Context: an optimization exercise on an open-source flow, tuned for small area, a short achievable clock period and few clock cycles per item. The choices shown serve that exercise and are no tape-out recipe. At most, simulation tests tie the RTL to the original design; equivalence was not proved.

## old
==> flow/design.v <==
`timescale 1ns / 1ps
module bin2bcd(
    input clk,
    input reset,
    input start,               
    input [11:0] bin_in,       
    output reg [15:0] bcd_out,  
    output reg done             
);
    reg [11:0] bin_q;
    always @(posedge clk)
        bin_q <= bin_in;
    always @(posedge clk or posedge reset)
    begin
        if (reset)
            done <= 1'b0;
        else
            done <= start;
    end
    integer i;
    reg [27:0] d;
    always @(*)
    begin
        d = {16'd0, bin_q};
        for (i = 0; i < 12; i = i + 1) begin
            if (d[15:12] > 4) d[15:12] = d[15:12] + 4'd3;
            if (d[19:16] > 4) d[19:16] = d[19:16] + 4'd3;
            if (d[23:20] > 4) d[23:20] = d[23:20] + 4'd3;
            if (d[27:24] > 4) d[27:24] = d[27:24] + 4'd3;
            d = d << 1;
        end
        bcd_out = d[27:12];
    end
endmodule
clock: 5.0 ns
lec_check: 0
cap_margin: 20
core_margin: 2
core_utilization: 40
slew_margin: 20
run.sh (not shown) runs the stock make flow with config.mk's settings and CLKGATE_MAP_FILE= SYNTH_SCRIPT=/design/flow/synth_recipe.tcl, a recipe that flattens the netlist after the stock synthesis.
Completing all stages was not enough for old: its layout failed the final checks because of negative setup slack.
Testbench counts of old, summed over its fixed seeds: cycles 3,200, conversions 3,200.
The inputs of new differ from those of old as listed below.
==> flow/design.v, changed modules only <==
module bin2bcd(
    input clk,
    input reset,
    input start,               
    input [11:0] bin_in,       
    output reg [15:0] bcd_out,  
    output reg done             
);
    reg [11:0] bin_q;
    always @(posedge clk)
        bin_q <= bin_in;
    always @(posedge clk or posedge reset)
    begin
        if (reset)
            done <= 1'b0;
        else
            done <= start;
    end
    function [3:0] add3;
        input [3:0] d;
        reg ge5;
        begin
            ge5 = d[3] | (d[2] & (d[1] | d[0]));
            add3[3] = ge5;
            add3[2] = (d[2] & ~d[1] & ~d[0]) | (d[3] & d[0]);
            add3[1] = (d[1] & (~d[2] | d[0])) | (d[3] & ~d[0]);
            add3[0] = ge5 ? ~d[0] : d[0];
        end
    endfunction
    integer i;
    reg [27:0] d;
    always @(*)
    begin
        d = {16'd0, bin_q};
        for (i = 0; i < 12; i = i + 1) begin
            if (i >= 3) d[15:12] = add3(d[15:12]);
            if (i >= 6) d[19:16] = add3(d[19:16]);
            if (i >= 9) d[23:20] = add3(d[23:20]);
            d = d << 1;
        end
        bcd_out = d[27:12];
    end
endmodule
==> comparison <==
new ended up with a higher worst slack at placement than old did.
new completed; timing, DRC and antenna clean
new improves on old in final period demand of the worst path.
Delta(amount of wire on met2 after detailed routing, new - old) < 0
Relative to old, wire length of the first global-routing pass has decreased by about 44% in new.
new vs old — cell count dropped by more than a quarter
Against old, new comes in 8.9 points lower on global-route usage.
Relative to old, number of optimization iterations in the first detailed-route pass has decreased by 1 in new.
Function not checked in new: the RTL went through the layout flow alone.

---

Setup of red:
Another version of the RTL of bin2bcd (not shown whole).
For scale: about 14 flip-flops, ~32 I/O pins, about 2200 sq um of cells after synthesis.
==> module bin2bcd, before the edit <==
module bin2bcd(
    input clk,
    input reset,
    input start,               
    input [11:0] bin_in,       
    output reg [15:0] bcd_out,  
    output reg done             
);
    function [3:0] div5_step;    
        input [2:0] r;
        input b;
        reg [3:0] t;
        begin
            t = {r, b};          
            if (t >= 4'd5) div5_step = {1'b1, t[2:0] - 3'd5};
            else           div5_step = {1'b0, t[2:0]};
        end
    endfunction
    reg [8:0]  q1;
    reg [2:0]  r1;
    reg [3:0]  s;
    integer i;
    always @(*)
    begin : in_side
        r1 = 3'd0;
        q1 = 9'd0;
        for (i = 11; i >= 1; i = i - 1) begin
            s = div5_step(r1, bin_in[i]);
            if (i <= 9) q1[i-1] = s[3];
            r1 = s[2:0];
        end
    end
    reg [8:0] q1_q;      
    reg [2:0] r1_q;      
    reg       b0_q;      
    always @(posedge clk)
    begin
        q1_q <= q1;
        r1_q <= r1;
        b0_q <= bin_in[0];
    end
    always @(posedge clk or posedge reset)
    begin
        if (reset)
            done <= 1'b0;
        else
            done <= start;
    end
    reg [5:0] q2;
    reg [2:0] r2;
    reg [2:0] q3;
    reg [2:0] r3;
    reg [3:0] t;
    integer j;
    always @(*)
    begin
        r2 = 3'd0;
        q2 = 6'd0;
        for (j = 8; j >= 1; j = j - 1) begin
            t = div5_step(r2, q1_q[j]);
            if (j <= 6) q2[j-1] = t[3];
            r2 = t[2:0];
        end
        r3 = 3'd0;
        q3 = 3'd0;
        for (j = 5; j >= 1; j = j - 1) begin
            t = div5_step(r3, q2[j]);
            if (j <= 3) q3[j-1] = t[3];
            r3 = t[2:0];
        end
        bcd_out = {1'b0, q3, r3, q2[0], r2, q1_q[0], r1_q, b0_q};
    end
endmodule
make LEC_CHECK=0 CAP_MARGIN=20 CORE_MARGIN=2 CORE_UTILIZATION=40 SLEW_MARGIN=20 finish   # period 5.0 ns
red completed end to end; final checks failed (negative setup slack).
## Diff of input files: blue against red
--- a/flow/design.v
+++ b/flow/design.v
@@ -8,15 +8,15 @@
     output reg done             
 );
     function [3:0] div5_step;    
         input [2:0] r;
         input b;
-        reg [3:0] t;
         begin
-            t = {r, b};          
-            if (t >= 4'd5) div5_step = {1'b1, t[2:0] - 3'd5};
-            else           div5_step = {1'b0, t[2:0]};
+            div5_step[3] = r[2] | (r[1] & (r[0] | b));
+            div5_step[2] = (r[1] & ~r[0] & ~b) | (r[2] & b);
+            div5_step[1] = (~r[2] & ~r[1] & r[0]) | (r[1] & r[0] & b) | (r[2] & ~b);
+            div5_step[0] = (~r[2] & ~r[1] & b) | (r[1] & r[0] & ~b) | (r[2] & ~b);
         end
     endfunction
     reg [8:0]  q1;
     reg [2:0]  r1;
     reg [3:0]  s;
## What came out
Changes observed in blue relative to red: highest clock frequency the design can meet now sits higher; complex-gate fraction of the synthesized area now sits higher; cell area now sits lower; placed standard-cell area now sits lower.
Diff red -> blue: final setup slack of the worst path saw an increase, net count of the mapped netlist went up 35%, global-route wire length before repair picked up an extra about 10%, arrival time of the worst setup path went down 5870 ps, die area saw an increase.
Of red and blue, just one finished clean: blue.
Compared with red, blue shows a first-iteration DRC count that is about 210% higher.
Met1 track demand over resource in blue vs red: down 0.66 points
blue reports its category of the critical setup timing path as reg -> out while red reports in -> reg.
No run of this note included a check of the RTL's function; only the layout flow was run.

## static timing again, ports no longer ideal
No port has a modelled driver above. Below, the same layouts with a new extraction and two added sets of constraints.
Step 1 assumes that a clkbuf_16 drives the clock port and a buf_2 every other input.
Step 2, shift: input delay + t, output delay - t, t = (earliest + latest rising clock arrival at the registers) / 2. This alone moves slack from input paths to output paths.
Three values: ideal ports, drivers, drivers and shift; two values: the first two.
| run | t (ns) | setup WS [ns] | worst setup path after step 2 | worst slew at a driven data input, ns | pins driven straight from the clock port |
|---|---|---|---|---|---|
| old | 0.279 | -2.048 / -2.073 / -1.794 | register to output | 0.03 | 1 |
| new | 0.253 | 0.156 / 0.136 / 0.389 | register to output | 0.03 | 1 |
| red | 0.273 | -4.158 / -4.169 / -4.442 | input to register | 0.05 | 1 |
| blue | 0.262 | 0.591 / 0.568 / 0.503 | input to register | 0.03 | 1 |
For red, which loses most, drivers alone change the setup slack by -0.011 ns; drivers and shift together by -0.284 ns.
